What follows belongs to an exercise in optimizing a design on an open flow for small area, a short achievable clock period and few clock cycles per item; a production flow would make more cautious choices.
Only simulation tests tie the RTL to the original design; equivalence was not proved.

==> flow/design.v (outline; a module is shown in full before it is edited, if it fits) <==
// module fp_mul_prod: 33 lines
// module fp_mul_round: 30 lines
// module booth24: 962 lines
// module fp_add_core: 155 lines
// module mac_acc_unit: 147 lines
module mac_acc_unit (
  input               io_ina_valid,
  output              io_ina_ready,
  input      [31:0]   io_ina_payload,
  input               io_inb_valid,
  output              io_inb_ready,
  input      [31:0]   io_inb_payload,
  output              io_out_valid,
  input               io_out_ready,
  output     [31:0]   io_out_payload,
  input               io_acc_enable,
  input      [15:0]   io_par_acc_cnt,
  input               clk,
  input               reset
);
  // ...
==> flow/run.sh <==
#!/bin/bash
# synth_recipe.tcl (not shown) runs the flow's synth.tcl, then flattens the netlist and writes it again
# the make line also repeats each setting of config.mk as NAME=value (left out here)
make -C /OpenROAD-flow-scripts/flow DESIGN_CONFIG=/design/flow/config.mk WORK_HOME=/design/flow/orfs CLKGATE_MAP_FILE= SYNTH_SCRIPT=/design/flow/synth_recipe.tcl finish
==> flow/config.mk <==
export PLATFORM = sky130hd
export DESIGN_NAME = mac_acc_unit
export DESIGN_NICKNAME = mac_acc_unit
export VERILOG_FILES = /design/flow/design.v
export SDC_FILE = /design/flow/constraint.sdc
export NUM_CORES = 4
export LEC_CHECK = 0
export CAP_MARGIN = 20
export CORE_MARGIN = 2
export CORE_UTILIZATION = 55
export PLACE_DENSITY = 0.7
export SETUP_SLACK_MARGIN = 5
export SLEW_MARGIN = 20
==> flow/constraint.sdc <==
create_clock -name core_clock -period 15.0 [get_ports {clk}]
set_input_delay 3.0000 -clock core_clock [delete_from_list [all_inputs] [get_ports {clk}]]
set_output_delay 3.0000 -clock core_clock [all_outputs]
set_load 0.01 [all_outputs]
==> results.ini, run 1 <==
[outcome]
status = no timing/DRC/antenna violations

[synth]
synthSimpleGateAreaFrac = 0.138
yosys.area_share.adder = 0.197
syn_area_um2 = 43100
synth_top_family_by_area = compound AO/OA/AOI/OAI gates
synth_nets = 5555
synth_edf_count = 252
syn-instance-count = 4947
yosysTopAreaCellShare = 0.176
ys.warnings.count = 2

[finish]
final_util = 0.618
num-nets-final = 5596
multi_input_cells = 3954
n_clock_buffer = 46
clock_area_frac = 0.0257

[worst_setup_path]
critPathCapture = o_r[5]$_DFFE_PP_
start_kind = flip-flop
worst_setup_path_end_kind = flip-flop
crit_start = s_r[14]$_DFFE_PP_

[detailed_routing]
met3WireLength_um = 14800
wl_um = 152000

[timing]
worst_pin_slew_ns = 1.13
fin_skew_ns = 0.0267
max_freq_mhz = 103
fin_crit_ns = 9.71
hold_ws_ns = 0.402

[clock_tree]
ctsResizeCount = 41
cts.sinks = 283
clk_latency_ns = 0.59
cts_buffers = 37
cts.clk_slew.worst_paths_ns = 0.06

[placed_design]
dp.cells = 5895

[grt]
antenna_found_initial = 1
grt_util_all_layers = 0.363
met3_usage = 0.0661

[worst_hold_path]
whs_path_depth = 0

Testbench counts, summed over its fixed seeds: cycles 21,443, items 20,434.
==> module fp_add_core, before the edit <==
module fp_add_core (
  input               sa,
  input      [7:0]    ea,
  input      [23:0]   ma,
  input               za,
  input               ia,
  input               na,
  input               sb,
  input      [7:0]    eb,
  input      [23:0]   mb,
  input               zb,
  input               ib,
  input               nb,
  input      [9:0]    d,        
  input               a_ge,     
  input               b_gt,     
  input               d0,       
  input               d1,       
  input      [7:0]    en,       
  input      [9:0]    dz,       
  input               dz_ge,    
  output reg [31:0]   res,
  output reg          rz,
  output reg          ri,
  output reg          rn,
  output     [9:0]    dn,       
  output              dn_ge,    
  output              dn0,      
  output              dn1       
);
  wire        sub  = sa ^ sb;
  wire        near = sub & (d0 | d1);
  wire [7:0]  emax = b_gt ? eb : ea;
  wire        fsx = b_gt ? sb : sa;
  wire [23:0] fmx = a_ge ? ma : mb;
  wire [23:0] fmy = b_gt ? ma : mb;
  wire [26:0] yf  = {fmy, 3'b000};
  wire        dbig = |d[9:5];
  wire [26:0] ysh = dbig ? 27'd0 : (yf >> d[4:0]);
  wire [26:0] lost_mask = dbig ? 27'h7ffffff : ~(27'h7ffffff << d[4:0]);
  wire        y_st = |(yf & lost_mask);
  wire [26:0] y27 = {ysh[26:1], ysh[0] | y_st};
  wire [26:0] x27 = {fmx, 3'b000};
  wire [28:0] fs2  = {1'b0, x27, 1'b1} + {sub, y27 ^ {27{sub}}, sub};
  wire [27:0] fsum = fs2[28:1];
  reg  [22:0] f_pre;
  reg         f_g, f_st;
  always @(*) begin
    if (fsum[27]) begin
      f_pre = fsum[26:4]; f_g = fsum[3]; f_st = |fsum[2:0];
    end else if (fsum[26]) begin
      f_pre = fsum[25:3]; f_g = fsum[2]; f_st = |fsum[1:0];
    end else begin
      f_pre = fsum[24:2]; f_g = fsum[1]; f_st = fsum[0];
    end
  end
  wire        f_inc = f_g & (f_st | f_pre[0]);
  wire [23:0] f_rnd = {1'b0, f_pre} + {23'd0, f_inc};
  wire        f_cy  = f_rnd[23];
  wire [9:0]  f_e   = {2'b00, emax} + (fsum[27] ? 10'd1 : fsum[26] ? 10'd0 : 10'h3ff);
  wire [9:0]  f_er  = f_e + {9'd0, f_cy};
  wire        f_ovf = ~f_er[9] & (f_er[8] | (&f_er[7:0]));
  wire        f_unf = f_er[9] | ~|f_er[8:0];
  wire [25:0] n_ab = {1'b0, ma, 1'b0} - (d0 ? {1'b0, mb, 1'b0} : {2'b00, mb});
  wire [25:0] n_ba = {1'b0, mb, 1'b0} - (d0 ? {1'b0, ma, 1'b0} : {2'b00, ma});
  wire        n_pick_a = d0 ? ~n_ab[25] : a_ge;
  wire [24:0] nd  = n_pick_a ? n_ab[24:0] : n_ba[24:0];
  wire        nsx = n_pick_a ? sa : sb;
  wire [31:0] nd32 = {nd, 7'h7f};
  wire        z16 = ~|nd32[31:16];
  wire [15:0] t16 = z16 ? nd32[15:0] : nd32[31:16];
  wire        z8  = ~|t16[15:8];
  wire [7:0]  t8  = z8 ? t16[7:0] : t16[15:8];
  wire        z4  = ~|t8[7:4];
  wire [3:0]  t4  = z4 ? t8[3:0] : t8[7:4];
  wire        z2  = ~|t4[3:2];
  wire [1:0]  t2  = z2 ? t4[1:0] : t4[3:2];
  wire        z1  = ~t2[1];
  wire [4:0]  nlz = {z16, z8, z4, z2, z1};
  wire [24:0] ns1 = z16 ? {nd[8:0], 16'd0} : nd;
  wire [24:0] ns2 = z8  ? {ns1[16:0], 8'd0} : ns1;
  wire [24:0] ns3 = z4  ? {ns2[20:0], 4'd0} : ns2;
  wire [24:0] ns4 = z2  ? {ns3[22:0], 2'd0} : ns3;
  wire [24:0] nsh = z1  ? {ns4[23:0], 1'd0} : ns4;
  wire        n_inc = nd[0] & nd[1];                  
  wire [22:0] n_m  = (nlz == 5'd0) ? (nd[23:1] + {22'd0, n_inc}) : nsh[23:1];
  wire [9:0]  n_e  = {2'b00, emax} - {5'd0, nlz};
  wire        n_zero = ~|nd;
  wire        n_unf = n_e[9] | ~|n_e[8:0];
  wire c_nan  = na | nb | (ia & ib & (sa != sb));
  wire c_spec = c_nan | ia | ib | (za & zb);
  always @(*) begin
    rz = 1'b0; ri = 1'b0; rn = 1'b0;
    if (c_nan) begin
      res = 32'h7fc00000; rn = 1'b1;
    end else if (ia) begin
      res = {sa, 8'hff, 23'd0}; ri = 1'b1;
    end else if (ib) begin
      res = {sb, 8'hff, 23'd0}; ri = 1'b1;
    end else if (za && zb) begin
      res = {sa & sb, 31'd0}; rz = 1'b1;
    end else if (za) begin
      res = {sb, eb, mb[22:0]};
    end else if (zb) begin
      res = {sa, ea, ma[22:0]};
    end else if (near) begin
      if (n_zero) begin
        res = 32'h00000000; rz = 1'b1;
      end else if (n_unf) begin
        res = {nsx, 31'd0}; rz = 1'b1;
      end else begin
        res = {nsx, n_e[7:0], n_m};
      end
    end else begin
      if (f_ovf) begin
        res = {fsx, 8'hff, 23'd0}; ri = 1'b1;
      end else if (f_unf) begin
        res = {fsx, 31'd0}; rz = 1'b1;
      end else begin
        res = {fsx, f_er[7:0], f_rnd[22:0]};
      end
    end
  end
  wire [7:0] ebase = zb ? ea : emax;
  wire [9:0] t  = {2'b00, en} - {2'b00, ebase};
  wire [9:0] nt = {2'b00, ebase} - {2'b00, en};
  wire [1:0] fsel = fsum[27] ? 2'd2 : fsum[26] ? 2'd1 : 2'd0;    
  reg  [9:0] vf, nvf;
  always @(*) begin
    case ({zb, fsel, f_cy})
      4'b0000: begin vf = t + 10'd1;   nvf = nt - 10'd1; end
      4'b0011: begin vf = t - 10'd1;   nvf = nt + 10'd1; end
      4'b0100: begin vf = t - 10'd1;   nvf = nt + 10'd1; end
      4'b0101: begin vf = t - 10'd2;   nvf = nt + 10'd2; end
      default: begin vf = t;           nvf = nt;         end
    endcase
  end
  reg  [9:0] dm;
  reg        dm_ge;
  always @(*) begin
    if (za) begin
      dm = dz; dm_ge = dz_ge;
    end else if (near & ~zb) begin
      dm_ge = ~t[9] | (nt <= {5'd0, nlz});
      dm = dm_ge ? t + {5'd0, nlz} : nt - {5'd0, nlz};
    end else begin
      dm_ge = ~vf[9];
      dm = vf[9] ? nvf : vf;
    end
  end
  assign dn = dm;
  assign dn_ge = dm_ge;
  assign dn0 = ~|dm;
  assign dn1 = (dm == 10'd1);
endmodule
==> inputs of run 2 (changes only) <==
--- a/flow/design.v
+++ b/flow/design.v
@@ -1068,28 +1068,33 @@
   wire [26:0] x27 = {fmx, 3'b000};
   wire [28:0] fs2  = {1'b0, x27, 1'b1} + {sub, y27 ^ {27{sub}}, sub};
   wire [27:0] fsum = fs2[28:1];
-  reg  [22:0] f_pre;
-  reg         f_g, f_st;
-  always @(*) begin
-    if (fsum[27]) begin
-      f_pre = fsum[26:4]; f_g = fsum[3]; f_st = |fsum[2:0];
-    end else if (fsum[26]) begin
-      f_pre = fsum[25:3]; f_g = fsum[2]; f_st = |fsum[1:0];
-    end else begin
-      f_pre = fsum[24:2]; f_g = fsum[1]; f_st = fsum[0];
-    end
-  end
-  wire        f_inc = f_g & (f_st | f_pre[0]);
-  wire [23:0] f_rnd = {1'b0, f_pre} + {23'd0, f_inc};
-  wire        f_cy  = f_rnd[23];
-  wire [9:0]  f_e   = {2'b00, emax} + (fsum[27] ? 10'd1 : fsum[26] ? 10'd0 : 10'h3ff);
-  wire [9:0]  f_er  = f_e + {9'd0, f_cy};
-  wire        f_ovf = ~f_er[9] & (f_er[8] | (&f_er[7:0]));
-  wire        f_unf = f_er[9] | ~|f_er[8:0];
-  wire [25:0] n_ab = {1'b0, ma, 1'b0} - (d0 ? {1'b0, mb, 1'b0} : {2'b00, mb});
-  wire [25:0] n_ba = {1'b0, mb, 1'b0} - (d0 ? {1'b0, ma, 1'b0} : {2'b00, ma});
-  wire        n_pick_a = d0 ? ~n_ab[25] : a_ge;
-  wire [24:0] nd  = n_pick_a ? n_ab[24:0] : n_ba[24:0];
+  wire        selA = fsum[27];
+  wire        selB = ~fsum[27] & fsum[26];
+  wire        selC = ~fsum[27] & ~fsum[26];
+  wire        incA = fsum[3] & ((|fsum[2:0]) | fsum[4]);
+  wire        incB = fsum[2] & ((|fsum[1:0]) | fsum[3]);
+  wire        incC = fsum[1] & (fsum[0] | fsum[2]);
+  wire [23:0] rndA = {1'b0, fsum[26:4]} + {23'd0, incA};
+  wire [23:0] rndB = {1'b0, fsum[25:3]} + {23'd0, incB};
+  wire [23:0] rndC = {1'b0, fsum[24:2]} + {23'd0, incC};
+  wire [22:0] f_man = ({23{selA}} & rndA[22:0]) | ({23{selB}} & rndB[22:0]) | ({23{selC}} & rndC[22:0]);
+  wire        fdm1 = selC & ~rndC[23];
+  wire        fd0  = (selC & rndC[23]) | (selB & ~rndB[23]);
+  wire        fd1  = (selB & rndB[23]) | (selA & ~rndA[23]);
+  wire        fd2  = selA & rndA[23];
+  wire [9:0]  em1 = {2'b00, emax} - 10'd1;
+  wire [9:0]  ep1 = {2'b00, emax} + 10'd1;
+  wire [9:0]  ep2 = {2'b00, emax} + 10'd2;
+  wire [7:0]  f_exp = ({8{fdm1}} & em1[7:0]) | ({8{fd0}} & emax) | ({8{fd1}} & ep1[7:0]) | ({8{fd2}} & ep2[7:0]);
+  wire        f_ovf = (fd1 & (emax == 8'd254)) | (fd2 & (emax >= 8'd253));
+  wire        f_unf = (fdm1 & (emax == 8'd1)) | (fd0 & (emax == 8'd0));
+  wire [24:0] n_ab0 = {1'b0, ma} - {1'b0, mb};           
+  wire [24:0] n_ba0 = {1'b0, mb} - {1'b0, ma};
+  wire [25:0] n_ab1 = {1'b0, ma, 1'b0} - {2'b00, mb};    
+  wire [25:0] n_ba1 = {1'b0, mb, 1'b0} - {2'b00, ma};    
+  wire        n_pick_a = d0 ? ~n_ab0[24] : a_ge;
+  wire [24:0] nd  = d0 ? (n_ab0[24] ? {n_ba0[23:0], 1'b0} : {n_ab0[23:0], 1'b0})
+                       : (a_ge ? n_ab1[24:0] : n_ba1[24:0]);
   wire        nsx = n_pick_a ? sa : sb;
   wire [31:0] nd32 = {nd, 7'h7f};
   wire        z16 = ~|nd32[31:16];
@@ -1111,7 +1116,7 @@
   wire [22:0] n_m  = (nlz == 5'd0) ? (nd[23:1] + {22'd0, n_inc}) : nsh[23:1];
   wire [9:0]  n_e  = {2'b00, emax} - {5'd0, nlz};
   wire        n_zero = ~|nd;
-  wire        n_unf = n_e[9] | ~|n_e[8:0];
+  wire        n_unf = ~|emax[7:5] & (emax[4:0] <= nlz);    
   wire c_nan  = na | nb | (ia & ib & (sa != sb));
   wire c_spec = c_nan | ia | ib | (za & zb);
   always @(*) begin
@@ -1142,41 +1147,37 @@
       end else if (f_unf) begin
         res = {fsx, 31'd0}; rz = 1'b1;
       end else begin
-        res = {fsx, f_er[7:0], f_rnd[22:0]};
+        res = {fsx, f_exp, f_man};
       end
     end
   end
   wire [7:0] ebase = zb ? ea : emax;
-  wire [9:0] t  = {2'b00, en} - {2'b00, ebase};
-  wire [9:0] nt = {2'b00, ebase} - {2'b00, en};
-  wire [1:0] fsel = fsum[27] ? 2'd2 : fsum[26] ? 2'd1 : 2'd0;    
-  reg  [9:0] vf, nvf;
-  always @(*) begin
-    case ({zb, fsel, f_cy})
-      4'b0000: begin vf = t + 10'd1;   nvf = nt - 10'd1; end
-      4'b0011: begin vf = t - 10'd1;   nvf = nt + 10'd1; end
-      4'b0100: begin vf = t - 10'd1;   nvf = nt + 10'd1; end
-      4'b0101: begin vf = t - 10'd2;   nvf = nt + 10'd2; end
-      default: begin vf = t;           nvf = nt;         end
-    endcase
-  end
-  reg  [9:0] dm;
-  reg        dm_ge;
-  always @(*) begin
-    if (za) begin
-      dm = dz; dm_ge = dz_ge;
-    end else if (near & ~zb) begin
-      dm_ge = ~t[9] | (nt <= {5'd0, nlz});
-      dm = dm_ge ? t + {5'd0, nlz} : nt - {5'd0, nlz};
-    end else begin
-      dm_ge = ~vf[9];
-      dm = vf[9] ? nvf : vf;
-    end
-  end
-  assign dn = dm;
-  assign dn_ge = dm_ge;
-  assign dn0 = ~|dm;
-  assign dn1 = (dm == 10'd1);
+  wire [9:0] t   = {2'b00, en} - {2'b00, ebase};
+  wire [9:0] nt  = {2'b00, ebase} - {2'b00, en};
+  wire [9:0] tm1 = t + 10'd1,  ntm1 = nt - 10'd1;      
+  wire [9:0] tp1 = t - 10'd1,  ntp1 = nt + 10'd1;      
+  wire [9:0] tp2 = t - 10'd2,  ntp2 = nt + 10'd2;      
+  wire [9:0] am1 = tm1[9] ? ntm1 : tm1;
+  wire [9:0] a0  = t[9]   ? nt   : t;
+  wire [9:0] ap1 = tp1[9] ? ntp1 : tp1;
+  wire [9:0] ap2 = tp2[9] ? ntp2 : tp2;
+  wire [9:0] tn  = t + {5'd0, nlz};
+  wire [9:0] ntn = nt - {5'd0, nlz};
+  wire [9:0] an  = tn[9] ? ntn : tn;
+  wire       s_z  = za;
+  wire       s_n  = ~za & near & ~zb;
+  wire       s_f  = ~za & ~s_n;
+  wire       s_m1 = s_f & ~zb & fdm1;
+  wire       s_0  = s_f & (zb | fd0);
+  wire       s_p1 = s_f & ~zb & fd1;
+  wire       s_p2 = s_f & ~zb & fd2;
+  assign dn = ({10{s_z}} & dz) | ({10{s_n}} & an) | ({10{s_m1}} & am1) | ({10{s_0}} & a0) |
+              ({10{s_p1}} & ap1) | ({10{s_p2}} & ap2);
+  assign dn_ge = (s_z & dz_ge) | (s_n & ~tn[9]) | (s_m1 & ~tm1[9]) | (s_0 & ~t[9]) |
+                 (s_p1 & ~tp1[9]) | (s_p2 & ~tp2[9]);
+  assign dn0 = (s_z & ~|dz) | (s_n & ~|tn) | (s_m1 & ~|tm1) | (s_0 & ~|t) | (s_p1 & ~|tp1) | (s_p2 & ~|tp2);
+  assign dn1 = (s_z & (dz == 10'd1)) | (s_n & (an == 10'd1)) | (s_m1 & (am1 == 10'd1)) | (s_0 & (a0 == 10'd1)) |
+               (s_p1 & (ap1 == 10'd1)) | (s_p2 & (ap2 == 10'd1));
 endmodule
 module mac_acc_unit (
   input               io_ina_valid,
==> run 2 against run 1 <==
Effect of this change: core utilization decreased by 1.7 points; clock skew increased by 0.0099 ns; largest cell class unchanged.
==> results.ini, run 2 <==
[outcome]
status = no timing/DRC/antenna violations

[clock_tree]
cts_buffers = 38  ; +2.7%
clockBufferDepth = 3
cts.clk_slew.worst_paths_ns = 0.06  ; about the same
clk_latency_ns = 0.62  ; +0.03 ns
cts_tree = built
clockRootBuffer = clkbuf_16
htreeDepth = 2
holdBufCountCts = 0
cts.sinks = 283  ; unchanged

[timing]
worst_pin_slew_ns = 1.31  ; +0.177 ns
tns_ns = 0
maxSlewHeadroom = 0.120
fin_crit_ns = 9.67  ; -0.0352 ns
period_share = 0.645
setup_viol = 0
hold_viol = 0
drv_slew = 0
fin_skew_ns = 0.0366  ; +0.00985 ns
max_freq_mhz = 103  ; +0.36%
rsz0062_at_grt = false

[flow_run]
cap_viol_max_count = 0

[finish]
layout_commonest_cell = inv_1
drive_gt1_frac = 0.0741
fillCellCount = 7569
most-common-layout-cells = 472 x inv_1, 429 x nand2_1, 419 x xnor2_1, 377 x nor2_1, 349 x a21oi_1
multiInputGateArea_um2 = 35200
fin_cells = 6747
final_util = 0.601  ; -0.0173
seq_area_um2 = 8350
area_growth_pct = 8.25
num-nets-final = 6235  ; +11%

[placed_design]
dp.cells = 6670  ; +13%
place_congestion = 1.07
dp_hpwl_um = 136000
io_buffers = 120

[die]
ios = 121
die_area_um2 = 86800
rows = 106
die_h_um = 295
core_area_um2 = 83700
start_util = 0.555
die_w_um = 295

[synth]
synth_ff_type = edfxtp_1
synth_nets = 6284  ; +13%
syn-instance-count = 5633  ; +14%
yosysMostFrequentCell = inv_1
yosysTopAreaCellShare = 0.163  ; -0.0127
synth-seq-cells = 283
syn_area_um2 = 46500  ; +7.8%
synth_edf_count = 252  ; unchanged
avgSynthCellArea_um2 = 8.25
async_flop_share = 0.110
synth_common_cells = 477 x inv_1, 432 x nand2_1, 421 x xnor2_1
synthTopCellsByArea = edfxtp_1 16%, fa_1 11%, ha_1 8.4%, xnor2_1 7.9%, a22oi_1 4.2%
yosysTopAreaCell = edfxtp_1
ys.warnings.count = 2  ; unchanged
yosysSeqAreaShare = 0.180
synth.distinct_cells = 107

[detailed_routing]
num_vias = 44981
drtIter0Drc = 5198
drc_errors = 0
viasPerCell = 6.67
firstDrtPassIters = 8
wl_um = 176000  ; +16%
wire_per_inst_um = 26.1
ant_nets = 0

[worst_setup_path]
crit_path_max_incr_delay_ns = 0.58
critPathSlowestCell = edfxtp_1
r2r_setup_slack_ns = 5.33
worstSetupPathType = flip-flop to flip-flop
start_kind = flip-flop
arrival_ns = 10.14
critPathRequiredTime_ns = 15.47
cp_max_fo = 20
worst_setup_path_end_kind = flip-flop

[worst_hold_path]
min_path_type = flip-flop to flip-flop

[grt]
first_global_vias = 42196
met3_usage = 0.0759  ; +0.00978
grt_util_all_layers = 0.396  ; +0.0330
grt.overflow.total = 0
grtUsageMet2 = 0.607
use_met1 = 0.517
grt_pass1_wl_um = 262000
grt.busiest_layer = met2
grt_max_degree = 63
antenna_found_initial = 3  ; +2

[run 2: changes by cell type after synthesis, moves of 41 or more]
cell and change:
a31oi_1 +50, inv_1 +101, ha_1 +47, nor2_1 +80, nand2_1 +86, nor3_1 +41
o21ai_0 +59, a21oi_1 +46, xnor2_1 +45
[run 2: through the flow]
stage          hold WS, ns  setup slack, ns  instance area (µm²)
2_1_floorplan        0.400             6.99                46500
3_3_place_gp         0.400             3.92                48800
3_5_place_dp         0.405             3.54                48800
4_1_cts              0.418             4.94                50100
5_1_grt              0.433             5.00                50300
6_report             0.418             5.33                50300
[run 2: timing repair]
item / 4_1_cts / 5_1_grt
pin swaps: 1 / 1
setup buffers: 1 / 7
gates resized for setup: 12 / 22
setup endpoints to repair: 76 / 75
[run 2: final cells by class]
type / instances / share of cell area
Antenna cell: 1 / 0.0000498
Clock buffer: 49 / 0.0203
Tap cell: 1134 / 0.0282
Inverter: 485 / 0.0364
Sequential cell: 283 / 0.166
Timing Repair Buffer: 268 / 0.0460
Multi-Input combinational cell: 4508 / 0.699
Clock inverter: 19 / 0.00415
[run 2: path summary, 6_finish.rpt]
kind,start,depth (start not counted),to
max,s_r[0]$_DFFE_PP_,36,o_r[28]$_DFFE_PP_
min,r_r[31]$_SDFFCE_PP0P_,0,q_r[31]$_DFFE_PP_
max reg2reg,s_r[0]$_DFFE_PP_,36,o_r[28]$_DFFE_PP_
min reg2reg,r_r[31]$_SDFFCE_PP0P_,0,q_r[31]$_DFFE_PP_
max in group asynchronous,reset,2,q_v$_DFFE_PP0P_
min in group asynchronous,reset,2,js$_DFF_PP0_
[run 2: routing by layer]
metal	up-vias	wire length, µm
li1	20113	-
met1	21462	68500
met2	2754	75600
met3	648	18700
met4	4	12900
met5	-	32
[run 2: logic make-up (layout without fill, tap and decap cells)]
family / Yosys count / count (layout) / synth area share
AO/OA/AOI/OAI: 1573 / 1573 / 0.224
AND/OR/NAND/NOR: 1529 / 1529 / 0.159
buffers and inverters: 842 / 821 / 0.0689
XOR/XNOR: 618 / 618 / 0.116
adder cells (fa/ha/maj): 570 / 570 / 0.194
flip-flops: 283 / 283 / 0.180
multiplexers: 218 / 218 / 0.0574
other: 0 / 1 / 0
[run 2: critical path, delay by kind of cell, from the launching register on]
kind	cells	cell delay [ns]
flip-flops	1	0.58
XOR/XNOR	1	0.17
AND/OR/NAND/NOR	8	1.77
AO/OA/AOI/OAI	17	4.49
buffers and inverters	7	1.61
adder cells (fa/ha/maj)	3	0.88
Testbench counts of run 2, summed over its fixed seeds: cycles 21,443, items 20,434.
==> module fp_mul_round, before the edit <==
module fp_mul_round (
  input               s,
  input      [9:0]    esum,
  input      [25:0]   ph,
  input               pl,
  input               cn,
  input               ci,
  input               cz,
  output     [31:0]   res,
  output              rz,
  output              ri,
  output              rn
);
  wire        hi    = ph[25];
  wire [22:0] m_pre = hi ? ph[24:2] : ph[23:1];
  wire        g     = hi ? ph[1] : ph[0];
  wire        st    = hi ? (ph[0] | pl) : pl;
  wire        inc   = g & (st | m_pre[0]);
  wire [23:0] m_rnd = {1'b0, m_pre} + {23'd0, inc};
  wire signed [9:0] e_res = $signed(esum) + $signed({9'd0, hi}) + $signed({9'd0, m_rnd[23]});
  wire ovf = ~e_res[9] & (e_res[8] | (&e_res[7:0]));
  wire unf = e_res[9] | ~|e_res[8:0];
  assign rn = cn;
  assign ri = ~cn & (ci | (~cz & ovf));
  assign rz = ~cn & ~ci & (cz | unf);
  assign res = rn ? 32'h7fc00000 :
               ri ? {s, 8'hff, 23'd0} :
               rz ? {s, 31'd0} :
                    {s, e_res[7:0], m_rnd[22:0]};
endmodule
==> module mac_acc_unit, before the edit <==
module mac_acc_unit (
  input               io_ina_valid,
  output              io_ina_ready,
  input      [31:0]   io_ina_payload,
  input               io_inb_valid,
  output              io_inb_ready,
  input      [31:0]   io_inb_payload,
  output              io_out_valid,
  input               io_out_ready,
  output     [31:0]   io_out_payload,
  input               io_acc_enable,
  input      [15:0]   io_par_acc_cnt,
  input               clk,
  input               reset
);
  reg         a_v, b_v;
  reg  [31:0] a_r, b_r;
  reg         m_v;
  reg         m_s;
  reg  [9:0]  m_e;
  reg  [25:0] m_ph;
  reg         m_pl, m_cn, m_ci, m_cz;
  reg         r_v;
  reg  [31:0] r_r;
  reg         r_z, r_i, r_n;
  reg         q_v;
  reg  [9:0]  q_d;         
  reg         q_ge, q_lt;  
  reg         q_d0, q_d1;  
  reg  [31:0] q_r;
  reg         q_z, q_i, q_n;
  reg         s_s;
  reg  [30:0] s_r;
  reg         s_z, s_i, s_n;
  reg         emp;         
  reg         js;          
  reg         acc_rdy;     
  reg         lastf;       
  reg         donef;       
  reg  [15:0] cnt;         
  reg         o_v;
  reg  [31:0] o_r;
  wire consume  = q_v & acc_rdy;
  wire q_adv    = r_v & (~q_v | acc_rdy);
  wire m_adv    = m_v & (~r_v | ~q_v | acc_rdy);
  wire ab_adv   = a_v & b_v & (~m_v | ~r_v | ~q_v | acc_rdy);
  assign io_ina_ready = ~a_v | ab_adv;
  assign io_inb_ready = ~b_v | ab_adv;
  wire start    = ~js & io_acc_enable & ~o_v;
  wire complete = js & (donef | (consume & lastf));
  wire js_n     = (js & ~complete) | start;
  wire emp_n    = complete | (emp & ~consume);
  wire [15:0] cnt_n = complete ? 16'd0 : (cnt + {15'd0, consume});
  wire donef_n  = ~emp_n & (cnt_n == io_par_acc_cnt);
  wire lastf_n  = ((cnt_n + 16'd1) == io_par_acc_cnt);
  wire acc_rdy_n = emp_n | (js_n & ~donef_n);
  wire        p_s;
  wire [9:0]  p_e;
  wire [25:0] p_ph;
  wire        p_pl, p_cn, p_ci, p_cz;
  fp_mul_prod u_prod (
    .a(a_r), .b(b_r), .s(p_s), .esum(p_e), .ph(p_ph), .pl(p_pl),
    .cn(p_cn), .ci(p_ci), .cz(p_cz));
  wire [31:0] r_w;
  wire        r_z_w, r_i_w, r_n_w;
  fp_mul_round u_round (
    .s(m_s), .esum(m_e), .ph(m_ph), .pl(m_pl), .cn(m_cn), .ci(m_ci), .cz(m_cz),
    .res(r_w), .rz(r_z_w), .ri(r_i_w), .rn(r_n_w));
  wire [31:0] add_w;
  wire        add_z, add_i, add_n;
  wire [9:0]  add_dn;
  wire        add_dn_ge, add_dn0, add_dn1;
  wire [9:0]  rs_d  = {2'b00, r_r[30:23]} - {2'b00, s_r[30:23]};
  wire [9:0]  rs_nd = {2'b00, s_r[30:23]} - {2'b00, r_r[30:23]};
  wire [9:0]  rs_abs = rs_d[9] ? rs_nd : rs_d;
  fp_add_core u_add (
    .sa(q_r[31]), .ea(q_r[30:23]), .ma({~q_z, q_r[22:0]}), .za(q_z), .ia(q_i), .na(q_n),
    .sb(s_s), .eb(s_r[30:23]), .mb({~s_z, s_r[22:0]}), .zb(s_z), .ib(s_i), .nb(s_n),
    .d(q_d), .a_ge(q_ge), .b_gt(q_lt), .d0(q_d0), .d1(q_d1), .en(r_r[30:23]),
    .dz(rs_abs), .dz_ge(~rs_d[9]),
    .res(add_w), .rz(add_z), .ri(add_i), .rn(add_n), .dn(add_dn), .dn_ge(add_dn_ge), .dn0(add_dn0), .dn1(add_dn1));
  always @(posedge clk or posedge reset) begin
    if (reset) begin
      a_v <= 1'b0;
      b_v <= 1'b0;
      m_v <= 1'b0;
      r_v <= 1'b0;
      q_v <= 1'b0;
      emp <= 1'b1;
      js <= 1'b0;
      acc_rdy <= 1'b1;
      lastf <= 1'b0;
      donef <= 1'b0;
      cnt <= 16'd0;
      o_v <= 1'b0;
      s_s <= 1'b0;
      s_z <= 1'b1;
      s_i <= 1'b0;
      s_n <= 1'b0;
    end else begin
      if (io_ina_ready) a_v <= io_ina_valid;
      if (io_inb_ready) b_v <= io_inb_valid;
      if (ab_adv) m_v <= 1'b1; else if (m_adv) m_v <= 1'b0;
      if (m_adv) r_v <= 1'b1; else if (q_adv) r_v <= 1'b0;
      if (q_adv) q_v <= 1'b1; else if (consume) q_v <= 1'b0;
      emp <= emp_n;
      js <= js_n;
      acc_rdy <= acc_rdy_n;
      lastf <= lastf_n;
      donef <= donef_n;
      cnt <= cnt_n;
      if (complete) o_v <= 1'b1; else if (io_out_ready) o_v <= 1'b0;
      if (complete) begin
        s_s <= 1'b0; s_z <= 1'b1; s_i <= 1'b0; s_n <= 1'b0;
      end else if (consume) begin
        s_s <= add_w[31]; s_z <= add_z; s_i <= add_i; s_n <= add_n;
      end
    end
  end
  always @(posedge clk) begin
    if (io_ina_ready) a_r <= io_ina_payload;
    if (io_inb_ready) b_r <= io_inb_payload;
    if (ab_adv) begin
      m_s <= p_s; m_e <= p_e; m_ph <= p_ph; m_pl <= p_pl;
      m_cn <= p_cn; m_ci <= p_ci; m_cz <= p_cz;
    end
    if (m_adv) begin
      r_r <= r_w; r_z <= r_z_w; r_i <= r_i_w; r_n <= r_n_w;
    end
    if (q_adv) begin
      q_r <= r_r; q_z <= r_z; q_i <= r_i; q_n <= r_n;
    end
    if (consume) begin
      q_d <= add_dn; q_ge <= add_dn_ge; q_lt <= ~add_dn_ge;
      q_d0 <= add_dn0; q_d1 <= add_dn1;
    end else if (q_adv) begin
      q_d <= rs_abs; q_ge <= ~rs_d[9]; q_lt <= rs_d[9];
      q_d0 <= ~|rs_abs; q_d1 <= (rs_abs == 10'd1);
    end
    if (consume) begin
      s_r <= add_w[30:0];
    end
    if (complete) o_r <= consume ? add_w : {s_s, s_r};
  end
  assign io_out_valid = o_v;
  assign io_out_payload = o_r;
endmodule
==> inputs of run 3 (changes only) <==
--- a/flow/design.v
+++ b/flow/design.v
@@ -42,7 +42,8 @@
   output     [31:0]   res,
   output              rz,
   output              ri,
-  output              rn
+  output              rn,
+  output     [7:0]    en        
 );
   wire        hi    = ph[25];
   wire [22:0] m_pre = hi ? ph[24:2] : ph[23:1];
@@ -51,6 +52,9 @@
   wire        inc   = g & (st | m_pre[0]);
   wire [23:0] m_rnd = {1'b0, m_pre} + {23'd0, inc};
   wire signed [9:0] e_res = $signed(esum) + $signed({9'd0, hi}) + $signed({9'd0, m_rnd[23]});
+  wire        cy    = inc & (&m_pre);
+  wire [7:0]  en_hi = esum[7:0] + 8'd1;
+  assign en = (hi ? en_hi : esum[7:0]) + {7'd0, cy};
   wire ovf = ~e_res[9] & (e_res[8] | (&e_res[7:0]));
   wire unf = e_res[9] | ~|e_res[8:0];
   assign rn = cn;
@@ -1114,42 +1118,41 @@
   wire [24:0] nsh = z1  ? {ns4[23:0], 1'd0} : ns4;
   wire        n_inc = nd[0] & nd[1];                  
   wire [22:0] n_m  = (nlz == 5'd0) ? (nd[23:1] + {22'd0, n_inc}) : nsh[23:1];
-  wire [9:0]  n_e  = {2'b00, emax} - {5'd0, nlz};
+  wire [7:0]  e8  = emax - 8'd8;
+  wire [7:0]  e16 = emax - 8'd16;
+  wire [7:0]  e24 = emax - 8'd24;
+  wire [7:0]  eh  = z16 ? (z8 ? e24 : e16) : (z8 ? e8 : emax);
+  wire [4:0]  ehm = z16 ? (z8 ? e24[7:3] - 5'd1 : e16[7:3] - 5'd1) : (z8 ? e8[7:3] - 5'd1 : emax[7:3] - 5'd1);
+  wire [3:0]  el  = {1'b0, eh[2:0]} - {1'b0, z4, z2, z1};
+  wire [7:0]  n_e = {el[3] ? ehm : eh[7:3], el[2:0]};
   wire        n_zero = ~|nd;
   wire        n_unf = ~|emax[7:5] & (emax[4:0] <= nlz);    
   wire c_nan  = na | nb | (ia & ib & (sa != sb));
   wire c_spec = c_nan | ia | ib | (za & zb);
+  wire k_nan  = c_nan;
+  wire k_ia   = ~c_nan & ia;
+  wire k_ib   = ~c_nan & ~ia & ib;
+  wire k_zz   = ~c_nan & ~ia & ~ib & za & zb;
+  wire k_cb   = ~c_spec & za;                  
+  wire k_ca   = ~c_spec & ~za & zb;            
+  wire k_near = ~c_spec & ~za & ~zb & near;
+  wire k_far  = ~c_spec & ~za & ~zb & ~near;
+  wire        n_ok   = ~n_zero & ~n_unf;
+  wire [31:0] n_word = {nsx & ~n_zero, {8{n_ok}} & n_e, {23{n_ok}} & n_m};
+  wire        f_ok   = ~f_ovf & ~f_unf;
+  wire [31:0] f_word = {fsx, {8{f_ovf}} | ({8{~f_unf}} & f_exp), {23{f_ok}} & f_man};
   always @(*) begin
-    rz = 1'b0; ri = 1'b0; rn = 1'b0;
-    if (c_nan) begin
-      res = 32'h7fc00000; rn = 1'b1;
-    end else if (ia) begin
-      res = {sa, 8'hff, 23'd0}; ri = 1'b1;
-    end else if (ib) begin
-      res = {sb, 8'hff, 23'd0}; ri = 1'b1;
-    end else if (za && zb) begin
-      res = {sa & sb, 31'd0}; rz = 1'b1;
-    end else if (za) begin
-      res = {sb, eb, mb[22:0]};
-    end else if (zb) begin
-      res = {sa, ea, ma[22:0]};
-    end else if (near) begin
-      if (n_zero) begin
-        res = 32'h00000000; rz = 1'b1;
-      end else if (n_unf) begin
-        res = {nsx, 31'd0}; rz = 1'b1;
-      end else begin
-        res = {nsx, n_e[7:0], n_m};
-      end
-    end else begin
-      if (f_ovf) begin
-        res = {fsx, 8'hff, 23'd0}; ri = 1'b1;
-      end else if (f_unf) begin
-        res = {fsx, 31'd0}; rz = 1'b1;
-      end else begin
-        res = {fsx, f_exp, f_man};
-      end
-    end
+    res = ({32{k_nan}} & 32'h7fc00000) |
+          ({32{k_ia}}  & {sa, 8'hff, 23'd0}) |
+          ({32{k_ib}}  & {sb, 8'hff, 23'd0}) |
+          ({32{k_zz}}  & {sa & sb, 31'd0}) |
+          ({32{k_cb}}  & {sb, eb, mb[22:0]}) |
+          ({32{k_ca}}  & {sa, ea, ma[22:0]}) |
+          ({32{k_near}} & n_word) |
+          ({32{k_far}} & f_word);
+    rn = k_nan;
+    ri = k_ia | k_ib | (k_far & f_ovf);
+    rz = k_zz | (k_near & ~n_ok) | (k_far & f_unf);
   end
   wire [7:0] ebase = zb ? ea : emax;
   wire [9:0] t   = {2'b00, en} - {2'b00, ebase};
@@ -1161,9 +1164,17 @@
   wire [9:0] a0  = t[9]   ? nt   : t;
   wire [9:0] ap1 = tp1[9] ? ntp1 : tp1;
   wire [9:0] ap2 = tp2[9] ? ntp2 : tp2;
-  wire [9:0] tn  = t + {5'd0, nlz};
-  wire [9:0] ntn = nt - {5'd0, nlz};
-  wire [9:0] an  = tn[9] ? ntn : tn;
+  wire [9:0] ut8   = t + 10'd8,   ut16  = t + 10'd16,  ut24  = t + 10'd24;
+  wire [9:0] unt8  = nt - 10'd8,  unt16 = nt - 10'd16, unt24 = nt - 10'd24;
+  wire [9:0] th   = z16 ? (z8 ? ut24 : ut16) : (z8 ? ut8 : t);
+  wire [9:0] nth  = z16 ? (z8 ? unt24 : unt16) : (z8 ? unt8 : nt);
+  wire [6:0] thp  = z16 ? (z8 ? ut24[9:3] + 7'd1 : ut16[9:3] + 7'd1) : (z8 ? ut8[9:3] + 7'd1 : t[9:3] + 7'd1);
+  wire [6:0] nthm = z16 ? (z8 ? unt24[9:3] - 7'd1 : unt16[9:3] - 7'd1) : (z8 ? unt8[9:3] - 7'd1 : nt[9:3] - 7'd1);
+  wire [3:0] tl   = {1'b0, th[2:0]} + {1'b0, z4, z2, z1};
+  wire [3:0] ntl  = {1'b0, nth[2:0]} - {1'b0, z4, z2, z1};
+  wire [9:0] tn   = {tl[3] ? thp : th[9:3], tl[2:0]};
+  wire [9:0] ntn  = {ntl[3] ? nthm : nth[9:3], ntl[2:0]};
+  wire [9:0] an   = tn[9] ? ntn : tn;
   wire       s_z  = za;
   wire       s_n  = ~za & near & ~zb;
   wire       s_f  = ~za & ~s_n;
@@ -1201,9 +1212,6 @@
   reg  [9:0]  m_e;
   reg  [25:0] m_ph;
   reg         m_pl, m_cn, m_ci, m_cz;
-  reg         r_v;
-  reg  [31:0] r_r;
-  reg         r_z, r_i, r_n;
   reg         q_v;
   reg  [9:0]  q_d;         
   reg         q_ge, q_lt;  
@@ -1222,9 +1230,8 @@
   reg         o_v;
   reg  [31:0] o_r;
   wire consume  = q_v & acc_rdy;
-  wire q_adv    = r_v & (~q_v | acc_rdy);
-  wire m_adv    = m_v & (~r_v | ~q_v | acc_rdy);
-  wire ab_adv   = a_v & b_v & (~m_v | ~r_v | ~q_v | acc_rdy);
+  wire q_adv    = m_v & (~q_v | acc_rdy);
+  wire ab_adv   = a_v & b_v & (~m_v | ~q_v | acc_rdy);
   assign io_ina_ready = ~a_v | ab_adv;
   assign io_inb_ready = ~b_v | ab_adv;
   wire start    = ~js & io_acc_enable & ~o_v;
@@ -1244,20 +1251,21 @@
     .cn(p_cn), .ci(p_ci), .cz(p_cz));
   wire [31:0] r_w;
   wire        r_z_w, r_i_w, r_n_w;
+  wire [7:0]  r_en;
   fp_mul_round u_round (
     .s(m_s), .esum(m_e), .ph(m_ph), .pl(m_pl), .cn(m_cn), .ci(m_ci), .cz(m_cz),
-    .res(r_w), .rz(r_z_w), .ri(r_i_w), .rn(r_n_w));
+    .res(r_w), .rz(r_z_w), .ri(r_i_w), .rn(r_n_w), .en(r_en));
   wire [31:0] add_w;
   wire        add_z, add_i, add_n;
   wire [9:0]  add_dn;
   wire        add_dn_ge, add_dn0, add_dn1;
-  wire [9:0]  rs_d  = {2'b00, r_r[30:23]} - {2'b00, s_r[30:23]};
-  wire [9:0]  rs_nd = {2'b00, s_r[30:23]} - {2'b00, r_r[30:23]};
+  wire [9:0]  rs_d  = {2'b00, r_en} - {2'b00, s_r[30:23]};
+  wire [9:0]  rs_nd = {2'b00, s_r[30:23]} - {2'b00, r_en};
   wire [9:0]  rs_abs = rs_d[9] ? rs_nd : rs_d;
   fp_add_core u_add (
     .sa(q_r[31]), .ea(q_r[30:23]), .ma({~q_z, q_r[22:0]}), .za(q_z), .ia(q_i), .na(q_n),
     .sb(s_s), .eb(s_r[30:23]), .mb({~s_z, s_r[22:0]}), .zb(s_z), .ib(s_i), .nb(s_n),
-    .d(q_d), .a_ge(q_ge), .b_gt(q_lt), .d0(q_d0), .d1(q_d1), .en(r_r[30:23]),
+    .d(q_d), .a_ge(q_ge), .b_gt(q_lt), .d0(q_d0), .d1(q_d1), .en(r_en),
     .dz(rs_abs), .dz_ge(~rs_d[9]),
     .res(add_w), .rz(add_z), .ri(add_i), .rn(add_n), .dn(add_dn), .dn_ge(add_dn_ge), .dn0(add_dn0), .dn1(add_dn1));
   always @(posedge clk or posedge reset) begin
@@ -1265,7 +1273,6 @@
       a_v <= 1'b0;
       b_v <= 1'b0;
       m_v <= 1'b0;
-      r_v <= 1'b0;
       q_v <= 1'b0;
       emp <= 1'b1;
       js <= 1'b0;
@@ -1281,8 +1288,7 @@
     end else begin
       if (io_ina_ready) a_v <= io_ina_valid;
       if (io_inb_ready) b_v <= io_inb_valid;
-      if (ab_adv) m_v <= 1'b1; else if (m_adv) m_v <= 1'b0;
-      if (m_adv) r_v <= 1'b1; else if (q_adv) r_v <= 1'b0;
+      if (ab_adv) m_v <= 1'b1; else if (q_adv) m_v <= 1'b0;
       if (q_adv) q_v <= 1'b1; else if (consume) q_v <= 1'b0;
       emp <= emp_n;
       js <= js_n;
@@ -1305,11 +1311,8 @@
       m_s <= p_s; m_e <= p_e; m_ph <= p_ph; m_pl <= p_pl;
       m_cn <= p_cn; m_ci <= p_ci; m_cz <= p_cz;
     end
-    if (m_adv) begin
-      r_r <= r_w; r_z <= r_z_w; r_i <= r_i_w; r_n <= r_n_w;
-    end
     if (q_adv) begin
-      q_r <= r_r; q_z <= r_z; q_i <= r_i; q_n <= r_n;
+      q_r <= r_w; q_z <= r_z_w; q_i <= r_i_w; q_n <= r_n_w;
     end
     if (consume) begin
       q_d <= add_dn; q_ge <= add_dn_ge; q_lt <= ~add_dn_ge;
==> flow/flow/run.sh (new file) <==
#!/bin/bash
set -euo pipefail
bash standard.sh synth > synth.log 2>&1
bash standard.sh SETUP_SLACK_MARGIN=9 finish > layout.log 2>&1
==> flow/standard.sh (new file) <==
#!/bin/bash
# synth_recipe.tcl (not shown) runs the flow's synth.tcl, then flattens the netlist and writes it again
# the make line also repeats each setting of config.mk as NAME=value (left out here)
make -C /OpenROAD-flow-scripts/flow DESIGN_CONFIG=/design/flow/config.mk WORK_HOME=/design/flow/orfs CLKGATE_MAP_FILE= SYNTH_SCRIPT=/design/flow/synth_recipe.tcl "${@:-finish}"
--- a/flow/config.mk
+++ b/flow/config.mk
@@ -11,3 +11,4 @@
 export PLACE_DENSITY = 0.7
 export SETUP_SLACK_MARGIN = 5
 export SLEW_MARGIN = 20
+export TNS_END_PERCENT = 0
removed: flow/run.sh
==> run 3 against run 2 <==
Effect of this change: still clean; area after synthesis rose by 0.89%; via count rose by 5.9%; synthesized cell count rose by 2.2%; first-iteration DRC count rose by 27%; register-to-register slack improved by 2.2 ns; die area rose by 0.88%; worst setup slack improved by 2.2 ns; maximum frequency rose by 30%; sequential share of layout area fell by 3.2 points; largest cell class unchanged.
==> results.ini, run 3 <==
[detailed_routing]
num_vias = 47639  ; +5.9%
ant_nets = 0  ; unchanged
wl_um = 186000  ; +5.7%
drtIter0Drc = 6591  ; +27%
wire_per_inst_um = 26.2  ; +0.62%
viasPerCell = 6.72  ; +0.83%
drc_errors = 0  ; unchanged
firstDrtPassIters = 7  ; -1

[synth]
synth_nets = 6429  ; +2.3%
muxShareOfSynthArea = 0.0549  ; -0.00253
syn-instance-count = 5757  ; +2.2%
avgSynthCellArea_um2 = 8.14  ; -1.3%
yosysTopAreaCell = edfxtp_1
ys.warnings.count = 2  ; unchanged
async_flop_share = 0.121  ; +0.0119
synth-seq-cells = 247  ; -13%
synth-xor-area-share = 0.120  ; +0.00308
yosysTopAreaCellShare = 0.139  ; -0.0239
synthTopCellsByArea = edfxtp_1 14%, fa_1 11%, ha_1 8.8%, xnor2_1 8.5%, a22oi_1 4.3%
syn_area_um2 = 46900  ; +0.89%
synth_compound_area_frac = 0.236  ; +0.0117
yosys.area_share.adder = 0.198  ; +0.00379
synthSimpleGateAreaFrac = 0.170  ; +0.0112
yosysSeqAreaShare = 0.155  ; -0.0245
synth_top_family_by_area = compound AO/OA/AOI/OAI gates
synth_edf_count = 217  ; -14%
synth.distinct_cells = 115  ; +7.5%
synth_ff_type = edfxtp_1
synth_common_cells = 455 x nand2_1, 455 x xnor2_1, 426 x inv_1

[outcome]
status = no timing/DRC/antenna violations

[worst_setup_path]
arrival_ns = 7.78  ; -2.36 ns
path_delay_family = compound AO/OA/AOI/OAI gates
worstSetupPathType = flip-flop to flip-flop
crit_path_max_incr_delay_ns = 0.64  ; +0.06 ns
critical_path.n_buffers_inverters = 10  ; +3
critPathSlowestCell = edfxtp_1
critPathRequiredTime_ns = 15.34  ; -0.13 ns
worst_setup_path_end_kind = flip-flop
crit_path_frequent_cell = buf_4
cp_max_fo = 11  ; -45%
start_kind = flip-flop

[die]
start_util = 0.552  ; -0.00293
die_h_um = 296  ; +0.44%
rows = 107  ; +0.94%
die_area_um2 = 87600  ; +0.88%
die_w_um = 296  ; +0.44%
ios = 121  ; unchanged
core_area_um2 = 84900  ; +1.4%

[placed_design]
io_buffers = 120  ; unchanged
place_worst_setup_slack_ns = 5.26  ; +1.72 ns
dp_hpwl_um = 136000  ; +0.30%
place_congestion = 1.06  ; -0.68%

[finish]
drive_gt1_frac = 0.140  ; +0.0657
area_growth_pct = 15.4
final_util = 0.637  ; +0.0361
most-common-layout-cells = 448 x xnor2_1, 444 x nand2_1, 414 x inv_1, 391 x nor2_1, 315 x buf_4
layout_commonest_cell = xnor2_1
num-nets-final = 6586  ; +5.6%

[grt]
grt.overflow.total = 0  ; unchanged
antenna_found_initial = 6  ; +3
grt_util_all_layers = 0.409  ; +0.0137
first_global_vias = 44609  ; +5.7%
grt_max_degree = 93  ; +48%
grt_pass1_wl_um = 274000  ; +4.8%

[clock_tree]
htreeDepth = 1  ; -1
cts_tree = built
cts.clk_slew.worst_paths_ns = 0.07  ; about the same
cts_buffers = 30  ; -21%
clockRootBuffer = clkbuf_16
cts.sinks = 247  ; -13%
clockBufferDepth = 3  ; unchanged
clk_latency_ns = 0.61  ; about the same

[flow_run]
cap_viol_max_count = 0  ; unchanged

[timing]
hold_viol = 0  ; unchanged
worst_pin_slew_ns = 1.27  ; -0.0326 ns
setup_slack_ns = 7.56  ; +2.23 ns
tns_ns = 0  ; unchanged
maxSlewHeadroom = 0.149  ; +0.0292
rsz0062_at_grt = true
period_share = 0.496  ; -0.149
setup_viol = 0  ; unchanged
drv_slew = 0  ; unchanged
max_freq_mhz = 134  ; +30%
fin_crit_ns = 7.44  ; -2.23 ns
fin_skew_ns = 0.0217  ; -0.0149 ns

[worst_hold_path]
min_path_type = flip-flop to flip-flop

-- run 3: cell types whose count changed after synthesis, sizes merged, moves of 24 or more --
cell,delta
xnor2,+34
mux2,-26
edfxtp,-35
inv,-47
nand3,+46
a31oi,-24
a21oi,-25
-- run 3: per-stage QoR --
| step | cells | instance area, µm² | hold WS, ns |
|---|---|---|---|
| 5_1_grt | 7084 | 54100 | 0.506 |
| 6_report | 7087 | 54100 | 0.474 |
| 4_1_cts | 7014 | 52600 | 0.478 |
| 3_3_place_gp | 6791 | 49300 | 0.458 |
| 3_5_place_dp | 6791 | 49300 | 0.464 |
| 2_1_floorplan | 5757 | 47100 | 0.435 |
-- run 3: layout make-up --
type	count	area, µm²
diodes	5	12.5
inverters	442	1700
fillers	7468	30800
repair inverters	2	16.3
multi-input cells	4710	38400
repair buffers	481	4340
well taps	1144	1430
clock inverters	20	133
flip-flops and latches	247	7270
clock buffers	36	795
-- run 3: logic make-up (layout without fill, tap and decap cells) --
kind of cell,count (synthesis),in the layout
AO/OA/AOI/OAI,1618,1620
multiplexers,213,213
buffers and inverters,803,981
other,0,5
flip-flops,247,247
adder cells (fa/ha/maj),589,589
XOR/XNOR,640,640
AND/OR/NAND/NOR,1647,1648
-- run 3: final timing paths --
check	startpoint	end	slack (ns)	cells past startpoint
max in group asynchronous	reset	s_z$_DFFE_PP1P_	11.84	3
min in group asynchronous	reset	js$_DFF_PP0_	2.80	3
max reg2reg	s_r[20]$_DFFE_PP_	q_d1$_DFFE_PP_	7.56	33
min	m_v$_DFFE_PP0P_	q_v$_DFFE_PP0P_	0.47	2
min reg2reg	m_v$_DFFE_PP0P_	q_v$_DFFE_PP0P_	0.47	2
max	s_r[20]$_DFFE_PP_	q_d1$_DFFE_PP_	7.56	33
-- run 3: per-layer routing --
layer  share of wire  GRT usage
met5         0.00011    0.00166
met4           0.077      0.266
met3            0.10     0.0672
met2            0.44      0.647
met1            0.37      0.520
-- run 3: timing repair --
item / 4_1_cts / 5_1_grt
endpoints found under the setup margin: 139 / 137
gates cloned: 9 / 1
hold buffers: 0 / 0
gates resized for setup: 235 / 186
buffers inserted: 158 / 67
pin swaps: 69 / 94
-- run 3: worst min-delay path: stages (launching register included) --
cell     delay, ns
dfrtp_1       0.33
inv_1         0.06
nand2_1       0.05
Testbench counts of run 3, summed over its fixed seeds: cycles 21,435, items 20,434.
==> inputs of run 4 (changes only) <==
--- a/flow/config.mk
+++ b/flow/config.mk
@@ -7,8 +7,8 @@
 export LEC_CHECK = 0
 export CAP_MARGIN = 20
 export CORE_MARGIN = 2
-export CORE_UTILIZATION = 55
-export PLACE_DENSITY = 0.7
+export CORE_UTILIZATION = 45
+export PLACE_DENSITY = 0.65
 export SETUP_SLACK_MARGIN = 5
 export SLEW_MARGIN = 20
 export TNS_END_PERCENT = 0
==> run 4 against run 3 <==
Effect of this change: core utilization is 11 points lower; final cell count up 3.7%; count of clock-buffer cells in the layout is 2 higher; still clean; worst setup slack got worse by 0.13 ns; largest cell class unchanged; routed wire length rose by 4.8%; via count fell by 0.44%; register-to-register slack got worse by 0.13 ns.
==> results.ini, run 4 <==
[outcome]
status = no timing/DRC/antenna violations

[synth]
synthTopCellsByArea = edfxtp_1 14%, fa_1 11%, ha_1 8.8%, xnor2_1 8.5%, a22oi_1 4.3%
async_flop_share = 0.121  ; unchanged
ys.warnings.count = 2  ; unchanged
syn-instance-count = 5757  ; unchanged
synth_common_cells = 455 x nand2_1, 455 x xnor2_1, 426 x inv_1
synth_ff_type = edfxtp_1
yosysTopAreaCellShare = 0.139  ; unchanged
yosysTopAreaCell = edfxtp_1
syn_area_um2 = 46900  ; unchanged
synth_nets = 6429  ; unchanged
synth.distinct_cells = 115  ; unchanged
avgSynthCellArea_um2 = 8.14  ; unchanged
yosysSeqAreaShare = 0.155  ; unchanged
synth_edf_count = 217  ; unchanged
synth-seq-cells = 247  ; unchanged

[die]
die_w_um = 327  ; +10%
rows = 118  ; +10%
start_util = 0.453  ; -0.0994
core_area_um2 = 103000  ; +22%
die_area_um2 = 107000  ; +22%
ios = 121  ; unchanged
die_h_um = 327  ; +10%

[placed_design]
place_congestion = 1.02  ; -3.7%
dp_hpwl_um = 146000  ; +7.4%
place_worst_setup_slack_ns = 3.98  ; -1.28 ns
io_buffers = 120  ; unchanged

[detailed_routing]
drtIter0Drc = 5639  ; -14%
num_vias = 47431  ; -0.44%
wl_um = 195000  ; +4.8%
wire_per_inst_um = 26.5  ; +1.0%
viasPerCell = 6.45  ; -4.0%
drc_errors = 0  ; unchanged
ant_nets = 0  ; unchanged
firstDrtPassIters = 10  ; +3

[grt]
grt_max_degree = 80  ; -14%
antenna_found_initial = 3  ; -3
grt_pass1_wl_um = 289000  ; +5.4%
grt.overflow.total = 0  ; unchanged
first_global_vias = 44867  ; +0.58%
grt_util_all_layers = 0.352  ; -0.0578

[worst_setup_path]
start_kind = flip-flop
crit_path_max_incr_delay_ns = 0.73  ; +0.09 ns
critPathSlowestCell = a2111oi_1
critPathRequiredTime_ns = 15.45  ; +0.11 ns
critical_path.n_buffers_inverters = 6  ; -4
arrival_ns = 8.02  ; +0.24 ns
worst_setup_path_end_kind = flip-flop
worstSetupPathType = flip-flop to flip-flop
cp_max_fo = 13  ; +2
path_delay_family = compound AO/OA/AOI/OAI gates

[worst_hold_path]
min_path_type = flip-flop to flip-flop

[timing]
setup_slack_ns = 7.43  ; -0.132 ns
period_share = 0.505  ; +0.00881
setup_viol = 0  ; unchanged
worst_pin_slew_ns = 1.13  ; -0.140 ns
max_freq_mhz = 132  ; -1.7%
tns_ns = 0  ; unchanged
drv_slew = 0  ; unchanged
rsz0062_at_grt = true
maxSlewHeadroom = 0.236  ; +0.0873
hold_viol = 0  ; unchanged
hold_ws_ns = 0.500  ; +0.0264 ns
fin_crit_ns = 7.57  ; +0.132 ns
fin_skew_ns = 0.0393  ; +0.0176 ns

[finish]
fillCellCount = 9762  ; +31%
num-nets-final = 6617  ; +0.47%
area_growth_pct = 16.7
most-common-layout-cells = 447 x xnor2_1, 444 x nand2_1, 418 x inv_1, 392 x nor2_1, 349 x buf_4
layout_commonest_cell = xnor2_1
drive_gt1_frac = 0.141  ; +0.00145

[clock_tree]
clockRootBuffer = clkbuf_16
cts_buffers = 35  ; +17%
htreeDepth = 2  ; +1
holdBufCountCts = 0  ; unchanged
cts_tree = built
clockBufferDepth = 3  ; unchanged
cts.sinks = 247  ; unchanged
cts.clk_slew.worst_paths_ns = 0.06  ; about the same
clk_latency_ns = 0.60  ; about the same

[flow_run]
cap_viol_max_count = 0  ; unchanged

run 4: cells by family after synthesis:
family,Yosys count,share of synthesized area
adder cells (fa/ha/maj),589,0.198
AND/OR/NAND/NOR,1647,0.170
flip-flops,247,0.155
buffers and inverters,803,0.0661
XOR/XNOR,640,0.120
AO/OA/AOI/OAI,1618,0.236
multiplexers,213,0.0549
run 4: area by class of cell:
class	instances	area (µm²)	share of cell area
Antenna cell	2	5.00	0.0000914
Clock buffer	38	887	0.0162
Clock inverter	23	258	0.00471
Inverter	442	1700	0.0310
Multi-Input combinational cell	4709	38300	0.700
Sequential cell	247	7270	0.133
Tap cell	1380	1730	0.0316
Timing Repair Buffer	508	4540	0.0829
Timing Repair inverter	2	16.3	0.000297
run 4: path summary, 6_finish.rpt:
check	startpoint	endpoint	slack (ns)	cells past startpoint
max in group asynchronous	reset	s_z$_DFFE_PP1P_	11.76	3
hold / removal	m_v$_DFFE_PP0P_	q_v$_DFFE_PP0P_	0.50	2
hold reg to reg	m_v$_DFFE_PP0P_	q_v$_DFFE_PP0P_	0.50	2
setup / recovery	q_r[4]$_SDFFCE_PP0P_	o_r[2]$_DFFE_PP_	7.43	28
min in group asynchronous	reset	cnt[10]$_DFF_PP0_	2.85	3
setup reg to reg	q_r[4]$_SDFFCE_PP0P_	o_r[2]$_DFFE_PP_	7.43	28
run 4: metrics by stage:
stage,instances,util,cell area [µm²]
floorplan,5757,-,47100
global placement,7030,0.479,49600
detailed placement,7031,0.479,49600
CTS,7249,0.513,53100
global route,7349,0.529,54700
finish,7351,0.529,54700
run 4: worst reg2reg max path, delay by kind of cell (launching register included):
| kind | cells | cell delay, ns |
|---|---|---|
| compound gates | 11 | 3.09 |
| simple gates | 8 | 1.91 |
| buf+inv | 6 | 1.05 |
| fa+ha+maj | 2 | 0.76 |
| flops | 1 | 0.48 |
| mux | 1 | 0.15 |
run 4: repair_timing:
action,in CTS,in global routing
resized for setup,219,162
pin swaps,71,75
endpoints found under the setup margin,140,138
buffers inserted,148,99
cloned,9,1
run 4: routing by layer:
layer  GRT usage  share of wire  up-vias
li1            -              -    21213
met1       0.460           0.40    22936
met2       0.572           0.45     2711
met3      0.0498          0.088      567
met4       0.167          0.058        4
met5           0        0.00015        -
==> inputs of run 5 (changes only) <==
==> flow/flow/run.sh (replaced) <==
#!/bin/bash
set -euo pipefail
bash standard.sh synth > synth.log 2>&1
bash standard.sh SETUP_SLACK_MARGIN=8 finish > layout.log 2>&1
--- a/flow/config.mk
+++ b/flow/config.mk
@@ -7,8 +7,8 @@
 export LEC_CHECK = 0
 export CAP_MARGIN = 20
 export CORE_MARGIN = 2
-export CORE_UTILIZATION = 45
-export PLACE_DENSITY = 0.65
+export CORE_UTILIZATION = 60
+export PLACE_DENSITY = 0.75
 export SETUP_SLACK_MARGIN = 5
 export SLEW_MARGIN = 20
 export TNS_END_PERCENT = 0
==> run 5 against run 4 <==
Effect of this change: flip-flop and latch count unchanged; core utilization up 16 points; critical endpoint is now o_r[23]$_DFFE_PP_; highest routed layer unchanged; global-route usage up 8.8 points; still clean on timing, DRC and antenna; via count up 2.3%.
==> results.ini, run 5 <==
[detailed_routing]
viasPerCell = 6.97  ; +8.0%
num_vias = 48538  ; +2.3%
wl_um = 186000  ; -4.5%
firstDrtPassIters = 9  ; -1
ant_nets = 0  ; unchanged
drtIter0Drc = 6924  ; +23%
drc_errors = 0  ; unchanged
wire_per_inst_um = 26.7  ; +0.77%

[finish]
drive_gt1_frac = 0.134  ; -0.00713
layout_commonest_cell = xnor2_1
num-nets-final = 6568  ; -0.74%
fin_cells = 6965  ; -5.3%
most-common-layout-cells = 451 x xnor2_1, 446 x nand2_1, 416 x inv_1, 394 x nor2_1, 310 x buf_4
area_growth_pct = 14.5

[grt]
grt_max_degree = 80  ; unchanged
grt_util_all_layers = 0.440  ; +0.0879
first_global_vias = 45575  ; +1.6%
grt.overflow.total = 0  ; unchanged
grt_pass1_wl_um = 276000  ; -4.6%
antenna_found_initial = 8  ; +5

[worst_setup_path]
worstSetupPathType = flip-flop to flip-flop
crit_path_max_incr_delay_ns = 0.58  ; -0.15 ns
path_cells = buf_4, clkinvlp_4, mux2_4, o21ai_2, o22a_1, a21oi_1, nor4_2, a21oi_2, nor4_2, ha_2, inv_1, or4_4, a2111oi_4, and4_4, nand3_4, nor4b_4, nand3_2, nor4b_4, mux2_4, o21ai_4, buf_12, a21bo_2, a221o_1, o32a_1
critPathRequiredTime_ns = 15.26  ; -0.19 ns
start_kind = flip-flop
cp_max_fo = 25  ; +12
critPathSlowestCell = or4_4
path_delay_family = simple AND/OR/NAND/NOR gates
worst_setup_path_end_kind = flip-flop
arrival_ns = 7.91  ; -0.11 ns
critical_path.n_buffers_inverters = 4  ; -2

[synth]
async_flop_share = 0.121  ; unchanged
synthTopCellsByArea = edfxtp_1 14%, fa_1 11%, ha_1 8.8%, xnor2_1 8.5%, a22oi_1 4.3%
synth.distinct_cells = 115  ; unchanged
synth-seq-cells = 247  ; unchanged
synth_nets = 6429  ; unchanged
yosysTopAreaCell = edfxtp_1
yosysSeqAreaShare = 0.155  ; unchanged
yosysTopAreaCellShare = 0.139  ; unchanged
synth-xor-area-share = 0.120  ; unchanged
avgSynthCellArea_um2 = 8.14  ; unchanged
synth_compound_area_frac = 0.236  ; unchanged
synth_edf_count = 217  ; unchanged
syn-instance-count = 5757  ; unchanged
syn_area_um2 = 46900  ; unchanged
synth_common_cells = 455 x nand2_1, 455 x xnor2_1, 426 x inv_1
muxShareOfSynthArea = 0.0549  ; unchanged
synth_top_family_by_area = compound AO/OA/AOI/OAI gates
synthSimpleGateAreaFrac = 0.170  ; unchanged
ys.warnings.count = 2  ; unchanged
synth_ff_type = edfxtp_1
yosys.area_share.adder = 0.198  ; unchanged

[clock_tree]
cts_buffers = 34  ; -2.9%
clockBufferDepth = 3  ; unchanged
cts.clk_slew.worst_paths_ns = 0.06  ; about the same
htreeDepth = 2  ; unchanged
clockRootBuffer = clkbuf_16
cts_tree = built
cts.sinks = 247  ; unchanged
clk_latency_ns = 0.57  ; -0.03 ns

[timing]
worst_pin_slew_ns = 1.17  ; +0.0392 ns
fin_skew_ns = 0.0319  ; -0.00742 ns
fin_crit_ns = 7.65  ; +0.0739 ns
setup_viol = 0  ; unchanged
max_freq_mhz = 131  ; -0.97%
hold_viol = 0  ; unchanged
drv_slew = 0  ; unchanged
period_share = 0.510  ; +0.00493
tns_ns = 0  ; unchanged
rsz0062_at_grt = true
maxSlewHeadroom = 0.212  ; -0.0242

[die]
die_w_um = 284  ; -13%
rows = 102  ; -14%
core_area_um2 = 77500  ; -25%
ios = 121  ; unchanged
die_area_um2 = 80400  ; -25%
start_util = 0.605  ; +0.152
die_h_um = 284  ; -13%

[worst_hold_path]
min_path_type = flip-flop to flip-flop

[placed_design]
place_congestion = 1.06  ; +3.7%
dp_hpwl_um = 136000  ; -6.7%
io_buffers = 120  ; unchanged
dp.cells = 6685  ; -4.9%

[outcome]
status = no timing/DRC/antenna violations

[flow_run]
cap_viol_max_count = 0  ; unchanged

run 5: cell counts after synthesis:
No cell type changed its count.
run 5: area by class of cell:
type	instances	area (µm²)
clock inverter	23	228
inverter	442	1690
antenna	4	10.0
multi-input combinational	4709	38200
timing repair buffer	459	4070
clock buffer	38	887
fill	6274	23800
sequential	247	7270
tap	1040	1300
timing repair inverter	3	21.3
run 5: timing repair:
action	4_1_cts	5_1_grt
pin swaps	66	80
gates cloned	8	2
resized for setup	211	135
setup buffers	117	88
setup endpoints to repair	98	115
hold buffers	0	0
run 5: logic make-up after synthesis:
| group | count (synthesis) |
|---|---|
| muxes | 213 |
| buffers and inverters | 803 |
| xor gates and xnor gates | 640 |
| DFF | 247 |
| adders and majority gates | 589 |
| and+or+nand+nor | 1647 |
| AOI/OAI and AO/OA | 1618 |
run 5: worst reg2reg max path, delay by kind of cell (launching register included):
kind,cells,cell delay (ns)
buffers and inverters,4,1.14
DFF,1,0.34
muxes,2,0.64
adders and majority gates,1,0.30
and+or+nand+nor,8,2.87
AOI/OAI and AO/OA,9,2.06
run 5: stage by stage:
step	util	setup slack, ns	hold WS [ns]	area (µm²)
after floorplan	-	7.78	0.435	47100
after global placement	0.634	5.17	0.447	49100
after detailed placement	0.634	4.96	0.462	49100
after CTS	0.675	7.52	0.475	52300
after global routing	0.693	7.17	0.496	53600
final	0.693	7.35	0.475	53700
run 5: worst paths after layout:
path | from | cells past startpoint | to | slack [ns]
min in group asynchronous | reset | 3 | cnt[4]$_DFF_PP0_ | 2.86
max in group asynchronous | reset | 3 | s_z$_DFFE_PP1P_ | 11.78
worst max register to register | q_d[1]$_DFFE_PP_ | 24 | o_r[23]$_DFFE_PP_ | 7.35
worst min register to register | m_v$_DFFE_PP0P_ | 2 | q_v$_DFFE_PP0P_ | 0.48
worst min-delay path | m_v$_DFFE_PP0P_ | 2 | q_v$_DFFE_PP0P_ | 0.48
worst max-delay path | q_d[1]$_DFFE_PP_ | 24 | o_r[23]$_DFFE_PP_ | 7.35
run 5: routing by layer:
metal / global-route usage / routed length, µm
met1: 0.553 / 67900
met2: 0.680 / 80500
met5: 0.00417 / 87
met4: 0.266 / 14200
met3: 0.110 / 23200

[static timing again, ports no longer ideal]
The flow's constraints put no driver on any port. The routed layouts listed below were extracted and timed again, unchanged, in two steps.
Step 1 (the two cells are an assumption about what drives the block):
set clk [get_ports {clk}]
set_driving_cell -lib_cell sky130_fd_sc_hd__clkbuf_16 $clk
set_driving_cell -lib_cell sky130_fd_sc_hd__buf_2 [delete_from_list [all_inputs] $clk]
Step 2, shift: input delay + t, output delay - t, t = (earliest + latest rising clock arrival at the registers) / 2. This alone moves slack from input paths to output paths.
a / b / c = no drivers / after step 1 / after step 2; a / b = the first two.
run | t (ns) | setup slack, ns | worst setup path at the end | cell pins on the clock port's net
run 1 | 0.639 | 5.293 / 5.293 / 5.293 | register to register | 1
run 2 | 0.672 | 5.329 / 5.329 / 5.329 | register to register | 1
run 3 | 0.669 | 7.560 / 7.560 / 7.560 | register to register | 1
run 4 | 0.656 | 7.428 / 7.428 / 7.428 | register to register | 1
run 5 | 0.619 | 7.354 / 7.354 / 7.354 | register to register | 1
After both steps every run listed still meets setup and hold.
